Background: an optimization exercise with open tools, aiming at small area and a short achievable clock period. Do not read the settings as production practice.
RTL that was checked went through simulation tests only; none was proved equivalent to the original.
Power is estimated from default activity; no workload was simulated.

Design ArithmaticUnit, start of the top module:
module ArithmaticUnit(
		input wire clock_i, isWb_i, enable_i,
		input wire [4:0] wbAddress_i,
		input wire [6:0] opCode_i,
		input wire [15:0] pOperand_i, sOperand_i,
		output reg wbEnable_o,
		output reg [4:0] wbAddress_o,
		output reg [15:0] wbData_o,
		output reg [1:0] statusWriteback_o  
    );
For scale: about 450 cells after synthesis, ~71 I/O pins, roughly 4300 µm² of cells after synthesis.
Settings: LEC_CHECK=0, CAP_MARGIN=20, CORE_MARGIN=2, CORE_UTILIZATION=45, PLACE_DENSITY=0.6, SETUP_SLACK_MARGIN=2.5, SLEW_MARGIN=20, SYNTH_HIERARCHICAL=1, SYNTH_MINIMUM_KEEP_SIZE=0; clock period 8.0 ns.
standard.sh (not shown) runs the stock make flow with config.mk's settings and CLKGATE_MAP_FILE= SYNTH_SCRIPT=/design/flow/synth_recipe.tcl, a recipe that flattens the netlist after the stock synthesis.
==> flow/flow/run.sh <==
#!/bin/bash
# Standard ORFS layout, with smaller port buffers and free cell resizing.
set -euo pipefail
bash standard.sh MATCH_CELL_FOOTPRINT=0 ABC_LOAD_IN_FF=1 "BUFFER_PORTS_ARGS=-buffer_cell sky130_fd_sc_hd__buf_1" finish > make_finish.log 2>&1
The baseline passed the timing, design-rule and antenna checks.
==> next run, changes <==
- CORE_UTILIZATION: 45 -> 50
- PLACE_DENSITY: 0.6 -> default
What happened: The changed run completed without violations. Power goes up by 3.1%. Utilization rose by 6.5 points. Non-clock buffer count climbs by 3. Maximum frequency climbs by 0.94%. Setup slack is better by 0.049 ns. Global-route usage came out higher by 3.2 points. Worst hold slack degrades by 0.010 ns. Sequential share of layout area is about the same. Clock-buffer cell count is unchanged. Die area goes down by 9.6%.
==> next run, changes <==
- CORE_UTILIZATION: 50 -> 45
Outcome:
- cell area is lower by 0.36%
- synthesized area is unchanged
- count of clock-buffer cells in the layout is unchanged
- non-clock buffer count is lower by 3
- die area is higher by 11%
- global-route usage decreases by 3.2 points
- utilization falls by 6.5 points
- power decreases by 3.0%
- final cell count came out higher by 3.3%
==> next run, changes <==
- CORE_UTILIZATION: 45 -> 50
- SETUP_SLACK_MARGIN: 2.5 -> 2.4
What happened: First-iteration DRC count increases by 34%. Clock-buffer cell count does not change. Core utilization increases by 7.5 points. Synthesized area is unchanged. Via count increases by 7.0%.

* * *

Setup of run 1:
ArithmaticUnit, a different RTL version from the one above (not shown whole).
Size in the first run: roughly 24 flip-flops, about 71 I/O pins, about 0.0045 mm² of cells after synthesis.
==> flow/design.v (excerpt) <==
module ArithmaticUnit(
		input wire clock_i, isWb_i, enable_i,
		input wire [4:0] wbAddress_i,
		input wire [6:0] opCode_i,
		input wire [15:0] pOperand_i, sOperand_i,
		output reg wbEnable_o,
		output reg [4:0] wbAddress_o,
		output reg [15:0] wbData_o,
		output reg [1:0] statusWriteback_o  
    );
export LEC_CHECK = 0
export CAP_MARGIN = 20
export CORE_MARGIN = 2
export CORE_UTILIZATION = 45
export SETUP_SLACK_MARGIN = 2.35
export SLEW_MARGIN = 20
export SYNTH_HIERARCHICAL = 1
export SYNTH_MINIMUM_KEEP_SIZE = 0
create_clock -name core_clock -period 8.0 [get_ports {clock_i}]
Scripts as last shown in full above: flow/flow/run.sh
What run 2 does differently from run 1 at the input level:
Settings: SETUP_SLACK_MARGIN changed from 2.35 to 2.2.
### Flow results
Result for run 2 and run 1: all clean. Status: worst hold slack parity (run 1, run 2). met1 wire length of run 2 exceeds that of run 1 slightly. Status: logic gate share of total power parity (run 2, run 1). Summary: with run 1 as the reference, maximum frequency in run 2 moved down slightly. Going from run 1 to run 2, summed area of non-filler cells in the final layout stayed essentially flat; wire length closely matched the old numbers. On run 2: smallest setup slack after layout is 0.095 ns lower than what run 1 gave.
The inputs of run 3 differ from those of run 2 as listed below.
Settings: a change of SETUP_SLACK_MARGIN from 2.2 to 2.5.
Findings:
- Utilization after layout up 0.58 points in run 3 wrt run 2
- Per the comparison of run 3 with run 2, maximum count of clock buffers along a single path stayed essentially flat; critical path depth in cells increased by 1 relative to the old numbers; power share of the combinational group now sits at about the same level.
No functional check of the RTL was part of any run of this note.

* * *

ArithmaticUnit with an RTL version that a note above also has.
For scale: about 450 cells after synthesis, about 24 flip-flops, roughly 71 I/O pins, ~0.0043 sq mm of cells after synthesis.
clock: 8.0 ns
lec_check: 0
cap_margin: 20
core_margin: 2
core_utilization: 45
setup_slack_margin: 2.5
slew_margin: 20
synth_hierarchical: 1
synth_minimum_keep_size: 0
tns_end_percent: 30
Scripts as last shown in full above: flow/flow/run.sh
Edit:
- CORE_UTILIZATION: 45 -> 50
- SETUP_SLACK_MARGIN: 2.5 -> 2.6
- TNS_END_PERCENT: 30 -> default
Result: The new run finished with timing, DRC and antenna clean. Setup slack gains 0.10 ns. Wire length rises by 12%. Total power rises by 7.0%. Clock power rises by about 4%. Sequential power hardly moves. Critical path depth rises by 4. Via count rises by 5.8%. Global-route usage rises by 3.2 points. Core utilization rises by 8.4 points. Synthesized area is unchanged.
Edit:
- CORE_UTILIZATION: 50 -> 45
- SETUP_SLACK_MARGIN: 2.6 -> 2.5
- TNS_END_PERCENT: default -> 0
The changed run completed with no timing, DRC or antenna violations.
Count of clock-buffer cells in the layout is unchanged.
Total power went down by a few percent.
Non-clock buffer count fell by 18.
Fmax fell slightly.
Via count falls by a few percent.
Edit:
--- a/flow/flow/run.sh
+++ b/flow/flow/run.sh
@@ -2 +2,6 @@
-# Standard ORFS layout, with smaller port buffers and free cell resizing.
+# The standard ORFS layout (standard.sh) with three ORFS variables changed:
+#  - ports are buffered with buf_1 (buffer_ports otherwise picks clkdlybuf4s50_1,
+#    a slow delay cell that MATCH_CELL_FOOTPRINT would then keep);
+#  - MATCH_CELL_FOOTPRINT=0, so timing repair may resize cells across footprints;
+#  - ABC_LOAD_IN_FF=1, so ABC maps the one-cell modules to their smallest size.
+# make's output goes to make_finish.log; each ORFS step logs under orfs/logs/.
- TNS_END_PERCENT: 0 -> default
The new run finished with timing, DRC and antenna clean.
Non-clock buffer count is unchanged.
Total power does not change.
Fmax stays the same.
Setup slack stays the same.
Die area does not change.
Global-route usage is unchanged.
Edit:
==> flow/flow/run.sh (replaced) <==
#!/bin/bash
# Standard ORFS layout, with smaller port buffers and free cell resizing.
set -euo pipefail
bash standard.sh MATCH_CELL_FOOTPRINT=0 ABC_LOAD_IN_FF=2 "BUFFER_PORTS_ARGS=-buffer_cell sky130_fd_sc_hd__buf_1" finish > make_finish.log 2>&1
- The new run finished clean
- count of clock-buffer cells in the layout does not change
- routed wire length rose by 2.4%
- final cell count rose by 1.1%
- sequential power is about the same
- area after synthesis is about the same
- design area rose by about 2%
- combinational power rose by 4.5%
- flip-flop and latch count does not change
- total power rose by 3.1%

==> static timing again, ports no longer ideal <==
The flow's constraints put no driver on any port. The routed layouts listed below were extracted and timed again, unchanged, in two steps.
Step 1 assumes that a clkbuf_16 drives the clock port and a buf_2 every other input.
Step 2 times the ports against the registers' clock, not the clock port: input delays grow and output delays shrink by t, the midpoint of the rising clock arrivals with the driver on.
Three values: ideal ports, drivers, drivers and shift; two values: the first two.
run	t, ns	setup slack, ns	hold slack, ns	cell pins on the clock port's net
the first run of note 1	0.292	2.713 / 2.718 / 2.426	1.491 / 1.497 / 1.789	1
the second run of note 1	0.309	2.763 / 2.774 / 2.465	1.481 / 1.475 / 1.784	1
the third run of note 1	0.292	2.713 / 2.718 / 2.426	1.491 / 1.497 / 1.789	1
the fourth run of note 1	0.299	2.597 / 2.607 / 2.308	1.488 / 1.486 / 1.785	1
run 1	0.286	2.655 / 2.660 / 2.374	1.501 / 1.497 / 1.783	1
run 2	0.286	2.561 / 2.566 / 2.279	1.501 / 1.497 / 1.783	1
run 3	0.286	2.871 / 2.876 / 2.589	1.501 / 1.497 / 1.784	1
the first run of note 3	0.292	2.713 / 2.718 / 2.426	1.491 / 1.497 / 1.789	1
the second run of note 3	0.296	2.815 / 2.821 / 2.525	1.489 / 1.489 / 1.785	1
the third run of note 3	0.292	2.713 / 2.718 / 2.426	1.491 / 1.497 / 1.789	1
the fourth run of note 3	0.292	2.713 / 2.718 / 2.426	1.491 / 1.497 / 1.789	1
the fifth run of note 3	0.285	2.713 / 2.719 / 2.433	1.503 / 1.506 / 1.792	1
After both steps every run listed still meets setup and hold. For the second run of note 1, which loses most, drivers alone change the setup slack by +0.011 ns; drivers and shift together by -0.298 ns.
